What follows belongs to an exercise in optimizing a design on an open flow for small area; a production flow would make more cautious choices.
At most, simulation tests tie the RTL to the original design; equivalence was not proved.
Power figures rest on the tool's default switching activity, not on a simulated workload.

==> flow/design.v (excerpt) <==
module ALU (
    input Clk,
    input Reset,
    input [7:0] operand_A, operand_B,
    input [3:0] Sel,
    output [7:0] Out,
    output [3:0] Flag);
For scale: about 34 I/O pins, roughly 0.0029 sq mm of cells after synthesis.
==> flow/config.mk <==
export PLATFORM = sky130hd
export DESIGN_NAME = ALU
export DESIGN_NICKNAME = ALU
export VERILOG_FILES = /design/flow/design.v
export SDC_FILE = /design/flow/constraint.sdc
export NUM_CORES = 4
export LEC_CHECK = 0
export ABC_AREA = 0
export CAP_MARGIN = 20
export CORE_MARGIN = 2
export CORE_UTILIZATION = 45
export CTS_BUF_LIST = sky130_fd_sc_hd__clkbuf_4
export CTS_CLUSTER_SIZE = 20
export GPL_TIMING_DRIVEN = 0
export SLEW_MARGIN = 20
export SYNTH_HIERARCHICAL = 1
export SYNTH_MINIMUM_KEEP_SIZE = 0
==> flow/constraint.sdc <==
create_clock -name core_clock -period 13.5 [get_ports {Clk}]
set_input_delay 2.7000 -clock core_clock [delete_from_list [all_inputs] [get_ports {Clk}]]
set_output_delay 2.7000 -clock core_clock [all_outputs]
set_load 0.01 [all_outputs]
standard.sh (not shown) runs the stock make flow with config.mk's settings and CLKGATE_MAP_FILE= SYNTH_SCRIPT=/design/flow/synth_recipe.tcl, a recipe that flattens the netlist after the stock synthesis.
==> flow/flow/run.sh <==
#!/bin/bash
set -euo pipefail
export POST_SYNTH_TCL="$(pwd)/flow/downsize.tcl"
export BUFFER_PORTS_ARGS="-buffer_cell sky130_fd_sc_hd__buf_1"
export RECOVER_POWER=100
SETUP_SLACK_MARGIN=0.65 bash standard.sh cts > standard_to_cts.log 2>&1
SKIP_INCREMENTAL_REPAIR=1 bash standard.sh > standard.log 2>&1
==> flow/flow/downsize.tcl <==
# POST_SYNTH hook: set every combinational cell of the synthesized netlist to
# the smallest-area drive strength of the same cell (the same name up to the
# _N drive suffix), so that ABC's drive choices, made without placement or
# real loads, do not stay in the layout. The flow's own repair_design and
# repair_timing then upsize only the cells that timing, slew or load need.
set ::ds_dont_use {}
if {[info exists ::env(DONT_USE_CELLS)]} { set ::ds_dont_use $::env(DONT_USE_CELLS) }
proc ds_dont_use {name} {
  foreach pat $::ds_dont_use { if {[string match $pat $name]} { return 1 } }
  return 0
}
set db [ord::get_db]
# smallest master for each base name: lowest area, then highest drive number
array set best {}
foreach lib [$db getLibs] {
  foreach m [$lib getMasters] {
    set n [$m getName]
    if {![regexp {^(sky130_fd_sc_hd__[a-z0-9]+(?:_[a-z0-9]+)*?)_([0-9]+)$} $n -> base drv]} { continue }
    if {[ds_dont_use $n]} { continue }
    set a [expr {[$m getWidth] * [$m getHeight]}]
    if {![info exists best($base)]} {
      set best($base) [list $a $drv $m]
    } else {
      lassign $best($base) ba bd bm
      if {$a < $ba || ($a == $ba && $drv > $bd)} { set best($base) [list $a $drv $m] }
    }
  }
}
set block [ord::get_db_block]
set swapped 0
foreach inst [$block getInsts] {
  set m [$inst getMaster]
  set n [$m getName]
  # registers keep the cell synthesis gave them
  if {[string match "sky130_fd_sc_hd__df*" $n] || [string match "sky130_fd_sc_hd__dl*" $n] || [string match "sky130_fd_sc_hd__sdf*" $n] || [string match "sky130_fd_sc_hd__edf*" $n]} { continue }
  if {![regexp {^(sky130_fd_sc_hd__[a-z0-9]+(?:_[a-z0-9]+)*?)_([0-9]+)$} $n -> base drv]} { continue }
  if {![info exists best($base)]} { continue }
  set bm [lindex $best($base) 2]
  if {[$bm getName] ne $n} {
    puts "downsize [$inst getName] $n -> [$bm getName]"
    $inst swapMaster $bm
    incr swapped
  }
}
puts "downsize: $swapped cells set to their smallest drive strength"
Edit:
--- a/flow/design.v
+++ b/flow/design.v
@@ -18,32 +18,31 @@
     wire s_mul = (Sel == 4'h2);
     wire s_div = (Sel == 4'h3);
     wire s_shl = (Sel == 4'h4);
     wire s_shr = (Sel == 4'h5);
     wire s_lgc = (Sel >= 4'h6) && (Sel <= 4'hB);
     wire s_quo = s_div || s_shr;             
     wire sub = s_sub || s_quo;               
     wire b_lo = ~|B[7:3];                    
     wire [7:0] Y = s_shr ? (8'h01 << B[2:0]) : B;
     wire [7:0] Yx = Y ^ {8{sub}};            
     wire [7:0] Yn = ~Yx;
-    wire [7:0] hz, qz;
+    wire [7:0] hz;
     assign hz[0] = 1'b1;
-    assign qz[0] = s_quo;
     genvar g, k;
     generate
         for (g = 1; g < 8; g = g + 1) begin : g_hz
-            assign hz[g] = ~|B[7:8-g];
-            assign qz[g] = (s_div && hz[g]) || (s_shr && B[2:0] < 8 - g);
-        end
-    endgenerate
+            assign hz[g] = ~|Y[7:8-g];
+        end
+    endgenerate
+    wire [7:0] qz = {8{s_quo}} & hz;         
     wire [7:0] xs_n = ~((s_mul || (s_shr && !b_lo)) ? 8'h00 : A);
     wire [7:0] xn0;                  
     wire [7:0] X0;                   
     wire [7:0] q;                    
     wire [7:0] co;                   
     wire [7:0] pr0, gr0;             
     generate
         for (g = 7; g >= 0; g = g - 1) begin : g_row
             wire [8-g:0] c;
             wire [7-g:0] xi, xo;
             wire e;                  
Sequential power goes down by about 1%.
Design area climbs by 0.90%.
Total power came out lower by 5.6%.
Global-route usage rose by 1.4 points.
Die area increases by 0.99%.
Routed wire length increases by 7.2%.
Flip-flop and latch count stays the same.

---

oak:
ALU, a different RTL version from the one above (not shown whole).
Size in the first run: roughly 2800 um2 of cells after synthesis.
## ALU
module ALU (
    input Clk,
    input Reset,
    input [7:0] operand_A, operand_B,
    input [3:0] Sel,
    output [7:0] Out,
    output [3:0] Flag);
export LEC_CHECK = 0
export ABC_AREA = 0
export CAP_MARGIN = 20
export CORE_MARGIN = 2
export CORE_UTILIZATION = 45
export CTS_BUF_LIST = sky130_fd_sc_hd__clkbuf_4
export CTS_CLUSTER_SIZE = 20
export GPL_TIMING_DRIVEN = 0
export SLEW_MARGIN = 20
export SYNTH_HIERARCHICAL = 1
export SYNTH_MINIMUM_KEEP_SIZE = 0
create_clock -name core_clock -period 13.5 [get_ports {Clk}]
==> flow/flow/run.sh <==
#!/bin/bash
set -euo pipefail
export POST_SYNTH_TCL="$(pwd)/flow/downsize.tcl"
export BUFFER_PORTS_ARGS="-buffer_cell sky130_fd_sc_hd__buf_1"
export RECOVER_POWER=100
SETUP_SLACK_MARGIN=0.5 bash standard.sh cts > standard_to_cts.log 2>&1
SKIP_INCREMENTAL_REPAIR=1 bash standard.sh > standard.log 2>&1
Scripts as last shown in full above: flow/flow/downsize.tcl
> inputs changed (oak -> pine)
-- flow/design.v --
<<< oak, line 34
        for (g = 1; g < 8; g = g + 1) begin : g_hz
            assign hz[g] = ~|B[7:8-g];
            assign qz[g] = (s_div && hz[g]) || (s_shr && B[2:0] < 8 - g);
        end
    endgenerate
    wire [7:0] xs_n = ~((s_mul || (s_shr && !b_lo)) ? 8'h00 : A);
    wire [7:0] xn0;                  
>>> pine, line 34
        for (g = 1; g < 8; g = g + 1) begin : g_hz
            assign hz[g] = ~|B[7:8-g];
            if (g < 6) begin : g_q
                assign qz[g] = (s_div && hz[g]) || (s_shr && B[2:0] < 8 - g);
            end
        end
    endgenerate
    ALU_qz7 u_qz7 (.s_div(s_div), .s_shr(s_shr), .b(B), .qz(qz[7]));
    ALU_qz6 u_qz6 (.s_div(s_div), .s_shr(s_shr), .b(B), .qz(qz[6]));
    wire [7:0] xs_n = ~((s_mul || (s_shr && !b_lo)) ? 8'h00 : A);
    wire [7:0] xn0;                  
<<< oak, line 261
    assign y = e | (co0 ? k1 : k0);
endmodule
>>> pine, line 265
    assign y = e | (co0 ? k1 : k0);
endmodule
module ALU_qz7 (input s_div, s_shr, input [7:0] b, output qz);
    assign qz = (s_div & ~|b[7:1]) | (s_shr & ~|b[2:0]);
endmodule
module ALU_qz6 (input s_div, s_shr, input [7:0] b, output qz);
    assign qz = (s_div & ~|b[7:2]) | (s_shr & ~b[2] & ~b[1]);
endmodule
### Flow results
Iteration count of the initial detailed-routing pass | pine below oak
Relative to oak, total power has increased by about 3.7% in pine.
| combinational power | pine vs oak | about 5% higher |
The via count of pine was inferior to that of oak.
Synthesized area divided by synthesized cell count in pine is 1.8% higher than in oak
Looking only at synthesized cell count, and setting everything else aside, the lower value of pine and oak goes to pine.
Summary of pine over oak: area overhead of the layout relative to synthesis went up 4.4 points, final wirelength went up about 3%, antenna violation net count after detailed routing held, final cell area excluding filler cells went up about 5%, highest net fanout along the worst path went down 6.
For pine, only the layout was checked, not whether the RTL still works.

[what the ideal ports hide]
In the flow no input, the clock included, has a driving cell. The finished layouts below were timed again as built, in two steps. Step 1 (the two cells are an assumption about what drives the block):
set clk [get_ports {Clk}]
set_driving_cell -lib_cell sky130_fd_sc_hd__clkbuf_16 $clk
set_driving_cell -lib_cell sky130_fd_sc_hd__buf_2 [delete_from_list [all_inputs] $clk]
Step 2 adds t to the input delays and takes it off the output delays; t is the mean of the earliest and latest rising clock arrival at the registers after step 1. Input paths then give back, and output paths get back, about the clock's delay inside the block. Three values: no drivers, after step 1, after step 2; two values: the first two.
| run | shift t [ns] | setup slack, ns | worst register clock-pin slew, ns | pins driven straight from the clock port |
|---|---|---|---|---|
| the first run of note 1 | 0.293 | 0.548 / 0.544 / 0.250 | 0.07 / 0.07 | 1 |
| the second run of note 1 | 0.298 | 0.487 / 0.482 / 0.184 | 0.08 / 0.08 | 1 |
| oak | 0.299 | 0.408 / 0.409 / 0.110 | 0.08 / 0.08 | 1 |
| pine | 0.293 | 0.352 / 0.351 / 0.058 | 0.07 / 0.07 | 1 |
After both steps every run listed still meets setup and hold. For the second run of note 1, which loses most, drivers alone change the setup slack by -0.005 ns; drivers and shift together by -0.303 ns.
